Source: an optimization exercise on an open RTL-to-GDS flow (aim: small area, a short achievable clock period and few clock cycles). Production flows keep margins and buffers that such runs may drop.
RTL that was checked went through simulation tests only; none was proved equivalent to the original.
No driver is modelled on the clock port, so clock power and skew are understated where the tree is cut down; a real chip needs a root buffer or a tree.
Power figures rest on the tool's default switching activity, not on a simulated workload.

== oak ==
## ME
module ME(
    input clk,
    input rst_n,
    input block_valid,
    input area_valid,
    input [7:0] in_data,
    output logic out_valid,
    output logic signed [2:0] out_vector
);
logic [7:0] nblk [0:15];
always_ff @(posedge clk)
    if (block_valid) begin
        for (int k = 0; k < 15; k++) nblk[k] <= nblk[k+1];
        nblk[15] <= ~in_data;
    end
logic [7:0] pix [0:18];
always_ff @(posedge clk) begin
    pix[0] <= in_data;
    for (int d = 1; d < 19; d++) pix[d] <= pix[d-1];
end
function automatic integer adage(input integer k);
    integer i, j, s;
    i = k / 4;
    j = k % 4;
    s = i < 3 ? 2 * i + j / 2 : (j < 2 ? 6 : j + 5);    
    adage = 19 + s - 8 * i - j;
endfunction
function automatic [7:0] pixa(input integer age);
    pixa = age == 0 ? in_data : pix[age - 1];
endfunction
logic [7:0] adv [0:15];
logic       adc [0:15];
always_ff @(posedge clk)
    for (int k = 0; k < 16; k++)
        {adc[k], adv[k]} <= {1'b0, pixa(adage(k))} + {1'b0, nblk[k]};
logic [3:0] d0 [0:7], d1 [0:7], d2 [0:7];
logic       k1 [0:7], k2 [0:7];
function automatic [3:0] topmask(input integer s);
    integer n, m, k;
    n = s < 7 ? 2 * (s + 1) : 15;      
    m = (255 * n) >> 8;
    k = 0;
    while (k < m) k = 2 * k + 1;
    topmask = k;
endfunction
function automatic [4:0] radd4(input [3:0] a, input [3:0] b, input ci);
    logic c;
    c = ci;
    for (int i = 0; i < 4; i++) begin
        radd4[i] = a[i] ^ b[i] ^ c;
        c = (a[i] & b[i]) | (c & (a[i] ^ b[i]));
    end
    radd4[4] = c;
endfunction
always_ff @(posedge clk)
    for (int s = 0; s < 8; s++) begin
        logic [7:0] x, ta, tb, fs, fc;
        logic [4:0] q0, q1;
        logic [3:0] q2;
        x = s == 0 ? 8'd0 : {d1[s-1], d0[s-1]};
        if (s < 7) begin
            ta = adv[2*s] ^ {8{~adc[2*s]}};
  ...
Size in the first run: roughly 2000 cells after synthesis, about 24000 µm² of cells after synthesis.
clock: 5.5 ns
lec_check: 0
abc_area: 1
abc_clock_period_in_ps: 2200
cap_margin: 20
core_margin: 2
core_utilization: 60
cts_cluster_diameter: 100
cts_cluster_size: 30
place_density: 0.7
setup_slack_margin: 3.35
slew_margin: 20
tns_end_percent: 100
run.sh (not shown) runs the stock make flow with config.mk's settings and CLKGATE_MAP_FILE= SYNTH_SCRIPT=/design/flow/synth_recipe.tcl, a recipe that flattens the netlist after the stock synthesis.
Per the final summary, oak finished and its layout is clean on timing, DRC and antenna.
Setup changes, oak to pine
- ABC_AREA no longer set, was 1
==> comparison <==
The final layout from pine, which completed every stage, passed the timing, design-rule and antenna checks at the end of the flow. pine vs oak — first-pass GRT wire length dropped by a few percent. Compared with oak, in pine clock skew rose by 6.2 ps, number of non-filler instances in the completed layout lost 172, reported net switching power went down.
No run of this note included a check of the RTL's function; only the layout flow was run.

The RTL this note starts from:
==> flow/design.v <==
module ME(
    input clk,
    input rst_n,
    input block_valid,
    input area_valid,
    input [7:0] in_data,
    output logic out_valid,
    output logic signed [2:0] out_vector
);
logic [7:0] blk [0:15];
always_ff @(posedge clk)
    if (block_valid) begin
        for (int k = 0; k < 15; k++) blk[k] <= blk[k+1];
        blk[15] <= in_data;
    end
logic [7:0] pix;
always_ff @(posedge clk) pix <= in_data;
logic [7:0] adv [0:15];
logic       adc [0:15];
always_ff @(posedge clk)
    for (int k = 0; k < 16; k++) begin
        logic [8:0] e;
        e = {1'b0, pix} + {1'b0, ~blk[k]};
        adv[k] <= e[7:0] ^ {8{~e[8]}};
        adc[k] <= e[8];
    end
function automatic [11:0] psmask(input integer s);
    integer n;
    n = (s / 8) * 4 + ((s % 8) < 3 ? (s % 8) : 3) + 1;    
    psmask = n == 1 ? 12'h0ff : n == 2 ? 12'h1ff : n <= 4 ? 12'h3ff : n <= 8 ? 12'h7ff : 12'hfff;
endfunction
logic [11:0] ps [0:27];
always_ff @(posedge clk)
    for (int s = 0; s < 28; s++)
        if (s % 8 < 4)
            ps[s] <= ((s == 0 ? 12'd0 : ps[s-1]) + {4'd0, adv[(s/8)*4 + s%8]}
                      + {11'd0, adc[(s/8)*4 + s%8]}) & psmask(s);
        else
            ps[s] <= ps[s-1];
wire [11:0] sad = ps[27];
logic [5:0] idx0, idx1, idx2;
logic v0, v1, v2;
always_ff @(posedge clk, negedge rst_n)
    if (!rst_n) begin
        v0 <= 1'b0;
        v1 <= 1'b0;
        v2 <= 1'b0;
    end else begin
        v0 <= area_valid;
        v1 <= v0;
        v2 <= v1;
    end
always_ff @(posedge clk) begin
    idx0 <= block_valid ? 6'd0 : idx0 + {5'd0, v0};
    idx1 <= idx0;
    idx2 <= idx1;
end
wire win_ok = v2 && idx2[5:3] >= 3'd3 && idx2[2:0] >= 3'd3;
wire first  = idx2 == 6'd27;
logic [11:0] min_sad;
wire better = first || sad < min_sad;
logic [2:0] min_x, min_y;
wire [2:0] cur_x = idx2[2:0] - 3'd5;    
wire [2:0] cur_y = 3'd5 - idx2[5:3];    
always_ff @(posedge clk)
    if (win_ok && better) begin
        min_sad <= sad;
        min_x   <= cur_x;
        min_y   <= cur_y;
    end
wire last = v2 && idx2 == 6'd63;
logic second;
always_ff @(posedge clk, negedge rst_n)
    if (!rst_n) begin
        out_valid  <= 1'b0;
        second     <= 1'b0;
        out_vector <= 3'd0;
    end else begin
        second <= 1'b0;
        if (last) begin
            out_valid  <= 1'b1;
            out_vector <= better ? cur_x : min_x;
            second     <= 1'b1;
        end else if (second) begin
            out_vector <= min_y;
        end else begin
            out_valid  <= 1'b0;
            out_vector <= 3'd0;
        end
    end
endmodule
Settings: LEC_CHECK=0, ABC_CLOCK_PERIOD_IN_PS=3000, CAP_MARGIN=20, CORE_MARGIN=2, CORE_UTILIZATION=40, SETUP_SLACK_MARGIN=2.5, SLEW_MARGIN=20, TNS_END_PERCENT=100; clock period 5.5 ns.
The baseline ran to the end with no violations.
Edit:
ABC_CLOCK_PERIOD_IN_PS = 2500   (was 3000)
SETUP_SLACK_MARGIN = 3.0   (was 2.5)
Effect: Fmax goes up by 11%. Critical path depth climbs by 2. Design area grows by about 1%. Routed wire length went up by 1.3%. Sequential cell count stays the same. Area after synthesis does not change. Power is higher by about 0.4%. Hold slack is about the same. Synthesized cell count does not change. Count of clock-buffer cells in the layout drops by 6. Sequential share of layout area falls by 0.41 points.
Edit:
ABC_CLOCK_PERIOD_IN_PS = 2000   (was 2500)
SETUP_SLACK_MARGIN = 3.5   (was 3.0)
- via count grows by 3.5%
- power rose by 8.4%
- clock-buffer cell count fell by 2
- synthesized cell count is unchanged
- hold slack is better by 0.0037 ns
Edit:
ABC_CLOCK_PERIOD_IN_PS = 2200   (was 2000)
SETUP_SLACK_MARGIN = 3.3   (was 3.5)
Effect: Via count barely changes; final area is lower by 1.9%; clock-buffer cell count is lower by 3.
Function was not checked in any run of this note: the RTL went through the layout flow alone.

indigo:
ME, a different RTL version from the one above (not shown whole).
Size: ~2100 cells after synthesis, ~590 flip-flops, roughly 16 I/O pins, ~0.025 sq mm of cells after synthesis.
clock: 5.5 ns
lec_check: 0
abc_clock_period_in_ps: 2200
cap_margin: 20
core_margin: 2
core_utilization: 60
cts_cluster_diameter: 80
cts_cluster_size: 35
setup_slack_margin: 3.3
slew_margin: 20
tns_end_percent: 100
For ember, these inputs were changed with respect to indigo:
- swapping 80 for 100 in CTS_CLUSTER_DIAMETER
- swapping 35 for 30 in CTS_CLUSTER_SIZE
- swapping 60 for 75 in CORE_UTILIZATION
Results
- Lower final area goes to ember over indigo.
- When ember is measured against indigo, its slew at the pin closest to its max-slew limit turns out 0.29 ns lower.
- Diff indigo -> ember: power moved down; final cycle utilization of the critical path moved down; final cell count moved down.
- The fraction of layout instances using a drive strength above 1 in ember was lower than what indigo gave.
- Compared ember vs indigo, and shortest clock period the worst path allows after layout is down in ember.
- ember has completed all stages; timing, DRC and antenna checks passed.
- As of ember, maximum VDD drop had risen by a few percent compared to indigo.
- ember vs indigo: layout buffer count excluding clock buffers up by more than 10%
- Critical path depth, ember and indigo: lower on indigo
No functional check of the RTL was part of any run of this note.

ME, a different RTL version from the one above (not shown whole).
For scale: about 1900 cells after synthesis, roughly 16 I/O pins, ~24000 um2 of cells after synthesis.
export LEC_CHECK = 0
export ABC_AREA = 1
export ABC_CLOCK_PERIOD_IN_PS = 2200
export CAP_MARGIN = 20
export CORE_MARGIN = 2
export CORE_UTILIZATION = 60
export CTS_CLUSTER_DIAMETER = 100
export CTS_CLUSTER_SIZE = 27
export PLACE_DENSITY = 0.7
export SETUP_SLACK_MARGIN = 3.35
export SLEW_MARGIN = 20
export TNS_END_PERCENT = 100
create_clock -name core_clock -period 5.5 [get_ports {clk}]
The baseline produced a clean layout.
Testbench counts at the start, summed over its fixed seeds: cycles 43,008.
Next try:
- CTS_CLUSTER_SIZE: 27 -> 30
- PLACE_DENSITY: 0.7 -> not set
After rerunning: First-iteration DRC count goes down by 28%. Global-route usage goes up by 0.27 points. Maximum frequency goes up by 0.41%. Area after synthesis is unchanged. Wire length goes up by 1.5%. Worst setup slack improved by 0.0089 ns. Total power hardly moves.
Next try:
- PLACE_DENSITY: not set -> 0.65
- SETUP_SLACK_MARGIN: 3.35 -> 3.4
What happened: Power went down by 0.38%; cell area is about the same; final cell count is about the same; utilization is about the same; first-iteration DRC count came out higher by 3.9%; synthesized cell count is unchanged; via count rose by 0.33%; global-route usage is about the same.
Next try:
- GPL_TIMING_DRIVEN: not set -> 0
- PLACE_DENSITY: 0.65 -> not set
- SETUP_SLACK_MARGIN: 3.4 -> 3.35
After rerunning: First-iteration DRC count rises by 9.9%. Synthesized area stays the same. Die area stays the same. Count of clock-buffer cells in the layout is unchanged. Synthesized cell count does not change. Cell area rose by 1.3%. Core utilization goes up by 0.85 points. Power is higher by 0.87%. Final cell count came out higher by 0.87%. Hold slack is about the same. Wire length went up by 0.91%.
Next try:
- GPL_TIMING_DRIVEN: 0 -> not set
- PLACE_DENSITY: not set -> 0.75
- SETUP_SLACK_MARGIN: 3.35 -> 3.3
After rerunning:
- die area is unchanged
- combinational power decreases by 4.8%
- critical path depth is lower by 8
- clock-buffer cell count shrinks by 2
- final area came out lower by 2.1%
- hold slack barely changes
- first-iteration DRC count went up by 3.6%
- synthesized area is unchanged
- sequential share of layout area grows by 1.2 points
- setup slack improved by 0.015 ns
Next try:
- SETUP_SLACK_MARGIN: 3.3 -> 3.35
First-iteration DRC count is higher by roughly a tenth; sequential power is about the same; routed wire length barely changes; count of clock-buffer cells in the layout is higher by 2.

Starting RTL as in the previous note.
clock: 5.5 ns
lec_check: 0
abc_area: 1
abc_clock_period_in_ps: 2200
cap_margin: 20
core_margin: 2
core_utilization: 60
cts_cluster_diameter: 100
cts_cluster_size: 30
place_density: 0.8
setup_slack_margin: 3.4
slew_margin: 20
tns_end_percent: 100
Testbench counts at the start, summed over its fixed seeds: cycles 43,008.
Next try:
- CORE_UTILIZATION: 60 -> 65
- PLACE_DENSITY: 0.8 -> default
- SETUP_SLACK_MARGIN: 3.4 -> 3.3
- The new run produced a clean layout
- setup slack is better by 0.0061 ns
- clock-buffer cell count is lower by 1
- synthesized cell count stays the same
- combinational power is lower by 7.8%
- clock power goes down by about 2%
Next try:
- CAP_MARGIN: 20 -> 5
- CORE_UTILIZATION: 65 -> 60
- SETUP_SLACK_MARGIN: 3.3 -> 3.35
- SLEW_MARGIN: 20 -> 5
Effect: First-iteration DRC count shrinks by 15%; clock power grows by about 4%; routed wire length is higher by 2.4%; setup slack hardly moves; global-route usage goes down by 1.3 points; sequential power hardly moves; sequential share of layout area goes down by 0.44 points; power rose by 1.8%.
Next try:
- CAP_MARGIN: 5 -> 20
- SETUP_SLACK_MARGIN: 3.35 -> 3.3
- SLEW_MARGIN: 5 -> 20
Outcome: Setup slack is about the same. Register-to-register slack degrades by 0.03 ns. Hold slack gets better by 0.0041 ns. Count of clock-buffer cells in the layout went down by 1. Final cell count is about the same. Sequential power is about the same. Routed wire length came out lower by 3.5%. Clock power decreases by about 2%.
Next try:
- PLACE_DENSITY: default -> 0.65
Die area stays the same.
Cell count is about the same.
Sequential cell count is unchanged.

ME, a different RTL version from the one above (not shown whole).
Size in the first run: ~2300 cells after synthesis, roughly 650 flip-flops, ~26000 um2 of cells after synthesis.
## ME
module ME(
    input clk,
    input rst_n,
    input block_valid,
    input area_valid,
    input [7:0] in_data,
    output logic out_valid,
    output logic signed [2:0] out_vector
);
logic [7:0] pix [0:12];
always_ff @(posedge clk) begin
    pix[0] <= in_data;
    for (int d = 1; d < 13; d++) pix[d] <= pix[d-1];
end
logic bv;
always_ff @(posedge clk) bv <= block_valid;
logic [7:0] nblk [0:15];
always_ff @(posedge clk)
    if (bv) begin
        for (int k = 0; k < 15; k++) nblk[k] <= nblk[k+1];
        nblk[15] <= ~pix[0];
    end
logic [7:0] adv [0:15];
logic       adc [0:15];
always_ff @(posedge clk)
    for (int k = 0; k < 16; k++)
        {adc[k], adv[k]} <= {1'b0, pix[12 - 4*(k/4)]} + {1'b0, nblk[k]};
logic [3:0] pd0 [0:15];
logic [3:0] pd1 [0:15];
logic [3:0] pd2 [0:15];
logic       kc1 [0:15];
logic       kc2 [0:15];
function automatic [3:0] topmask(input integer s);
    integer m, k;
    m = (255 * (s + 1)) >> 8;
    k = 0;
    while (k < m) k = 2 * k + 1;
    topmask = k;
endfunction
always_ff @(posedge clk)
    for (int s = 0; s < 16; s++) begin
        logic [11:0] t;
        logic [4:0] q0;
        logic [4:0] q1;
        logic [4:0] q2;
        t = {4'd0, adv[s] ^ {8{~adc[s]}}};
        q0 = {1'b0, (s == 0 ? 4'd0 : pd0[s-1])} + {1'b0, t[3:0]} + {4'd0, adc[s]};
        q1 = {1'b0, (s == 0 ? 4'd0 : pd1[s-1])} + {1'b0, t[7:4]} + {4'd0, (s == 0 ? 1'b0 : kc1[s-1])};
        q2 = {1'b0, (s == 0 ? 4'd0 : pd2[s-1])} + {1'b0, t[11:8]} + {4'd0, (s == 0 ? 1'b0 : kc2[s-1])};
        pd0[s] <= q0[3:0];
        kc1[s] <= q0[4];
        pd1[s] <= q1[3:0];
  ...
==> flow/config.mk <==
export PLATFORM = sky130hd
export DESIGN_NAME = ME
export DESIGN_NICKNAME = ME
export VERILOG_FILES = /design/flow/design.v
export SDC_FILE = /design/flow/constraint.sdc
export NUM_CORES = 8
export LEC_CHECK = 0
export ABC_AREA = 1
export ABC_CLOCK_PERIOD_IN_PS = 1900
export CAP_MARGIN = 20
export CORE_MARGIN = 2
export CORE_UTILIZATION = 60
export SETUP_SLACK_MARGIN = 3.6
export SLEW_MARGIN = 20
export TNS_END_PERCENT = 100
==> flow/constraint.sdc <==
create_clock -name core_clock -period 5.5 [get_ports {clk}]
set_input_delay 1.1000 -clock core_clock [delete_from_list [all_inputs] [get_ports {clk}]]
set_output_delay 1.1000 -clock core_clock [all_outputs]
set_load 0.01 [all_outputs]
standard.sh (not shown) runs the stock make flow with config.mk's settings and CLKGATE_MAP_FILE= SYNTH_SCRIPT=/design/flow/synth_recipe.tcl, a recipe that flattens the netlist after the stock synthesis.
==> flow/flow/run.sh <==
#!/bin/bash
# The standard layout, except for clock tree synthesis: after placement
# flow/cts_manual.tcl builds the clock tree (see mcts.tcl), then the
# standard flow continues from it. Each step's output goes to its own log.
set -euo pipefail
here=$(pwd)
bash standard.sh place > make_place.log 2>&1
bash standard.sh run RUN_SCRIPT="$here/flow/cts_manual.tcl" RUN_LOG_NAME_STEM=4_1_cts_manual \
    MCTS_LEAVES=24 MCTS_ROOT=clkinv_16 MCTS_LEAF=clkinv_8 > make_cts.log 2>&1
bash standard.sh finish > make_finish.log 2>&1
Other scripts of this flow, unchanged in this note and not shown: flow/flow/cts_manual.tcl, flow/flow/mcts.tcl
Testbench counts at the start, summed over its fixed seeds: cycles 44,032.
==> next run, changes <==
Settings changed: ABC_AREA 1 to default.
After rerunning: Critical path depth increases by 6; worst setup slack gets worse by 0.057 ns; combinational power increases by a few percent; cell count decreases by roughly a tenth; worst hold slack hardly moves; design area decreases slightly; via count decreases by roughly a tenth; sequential cell count is unchanged; die area decreases slightly; global-route usage decreases by 0.58 points.
==> next run, changes <==
Settings changed: ABC_AREA from default to 1, SETUP_SLACK_MARGIN 3.6 to 3.55.
Effect: The new run passed the timing, design-rule and antenna checks; wire length came out higher by 4.0%; register-to-register slack loses 0.04 ns; worst setup slack loses 0.040 ns; die area came out higher by about 1.8%; final cell count came out higher by 11%; clock power came out lower by about 3%; total power came out lower by about 1.1%; combinational power came out lower by about 2%; critical path depth came out lower by 3.
==> next run, changes <==
Settings changed: CORE_UTILIZATION 60 to 70, SETUP_SLACK_MARGIN 3.55 to 3.6.
Die area drops by about 14%.
Routed wire length increases by 0.60%.
Total power is about the same.
Cell count fell by about 3.2%.
Core utilization rises by 11 points.
First-iteration DRC count shrinks by 10%.
Worst hold slack gains 0.0059 ns.
==> next run, changes <==
Settings changed: ABC_AREA 1 to default, CORE_UTILIZATION 70 to 60, SETUP_SLACK_MARGIN 3.6 to 3.65.
=> Worst setup slack improved by 0.025 ns. Clock skew falls by 0.0051 ns. Routed wire length shrinks by about 2.8%. Maximum frequency grows by about 1.3%. Die area is higher by about 14%. Via count went down by about 8%. Sequential cell count does not change. Area after synthesis shrinks by 1.8%.
==> next run, changes <==
Settings changed: SETUP_SLACK_MARGIN 3.65 to 3.75.
The new run completed without violations.
Sequential share of layout area drops by 1.4 points.
Combinational power climbs by about 5%.
Utilization climbs by 1.9 points.
First-iteration DRC count drops by 3.2%.
Design area climbs by 2.9%.
Setup slack gets worse by 0.0095 ns.
Worst hold slack gets worse by 0.0082 ns.
Routed wire length climbs by 3.7%.
No run of this note takes its clock network from TritonCTS; it comes from the design's own scripts or RTL.

==> afterwards: timing with drivers on the ports <==
No port has a modelled driver above. Below, the same layouts with a new extraction and two added sets of constraints. Step 1 assumes that a clkbuf_16 drives the clock port and a buf_2 every other input. Step 2 times the ports against the registers' clock, not the clock port: input delays grow and output delays shrink by t, the midpoint of the rising clock arrivals with the driver on. Three values: ideal ports, drivers, drivers and shift; two values: the first two.
run	t, ns	setup WS [ns]	worst setup path after step 2
oak	0.609	3.315 / 3.259 / 2.786	input to register
pine	0.599	3.244 / 3.244 / 2.856	input to register
the first run of note 2	0.643	2.752 / 2.752 / 2.752	register to register
the second run of note 2	0.646	3.026 / 3.026 / 2.590	input to register
the third run of note 2	0.639	3.075 / 3.075 / 3.025	input to register
the fourth run of note 2	0.653	3.057 / 3.057 / 2.764	input to register
indigo	0.641	3.264 / 3.208 / 3.210	input to register
ember	0.612	3.282 / 3.276 / 2.949	input to register
the first run of note 4	0.633	3.301 / 3.245 / 2.809	input to register
the second run of note 4	0.623	3.310 / 3.254 / 2.805	input to register
the third run of note 4	0.617	3.319 / 3.264 / 2.839	input to register
the fourth run of note 4	0.618	3.305 / 3.264 / 2.772	input to register
the fifth run of note 4	0.627	3.320 / 3.263 / 2.765	input to register
the sixth run of note 4	0.620	3.296 / 3.243 / 2.808	input to register
the first run of note 5	0.623	3.303 / 3.248 / 2.835	input to register
the second run of note 5	0.618	3.309 / 3.278 / 2.807	input to register
the third run of note 5	0.623	3.310 / 3.254 / 2.805	input to register
the fourth run of note 5	0.613	3.311 / 3.268 / 2.760	input to register
the fifth run of note 5	0.617	3.317 / 3.270 / 2.787	input to register
the first run of note 6	0.443	3.674 / 3.449 / 3.674	register to register
the second run of note 6	0.440	3.616 / 3.452 / 3.616	register to register
the third run of note 6	0.439	3.576 / 3.449 / 3.576	register to register
the fourth run of note 6	0.440	3.551 / 3.448 / 3.550	register to register
the fifth run of note 6	0.441	3.575 / 3.445 / 3.575	register to register
the sixth run of note 6	0.444	3.566 / 3.449 / 3.566	register to register
After both steps every run listed still meets setup and hold. For the fifth run of note 4, which loses most, drivers alone change the setup slack by -0.057 ns; drivers and shift together by -0.555 ns.
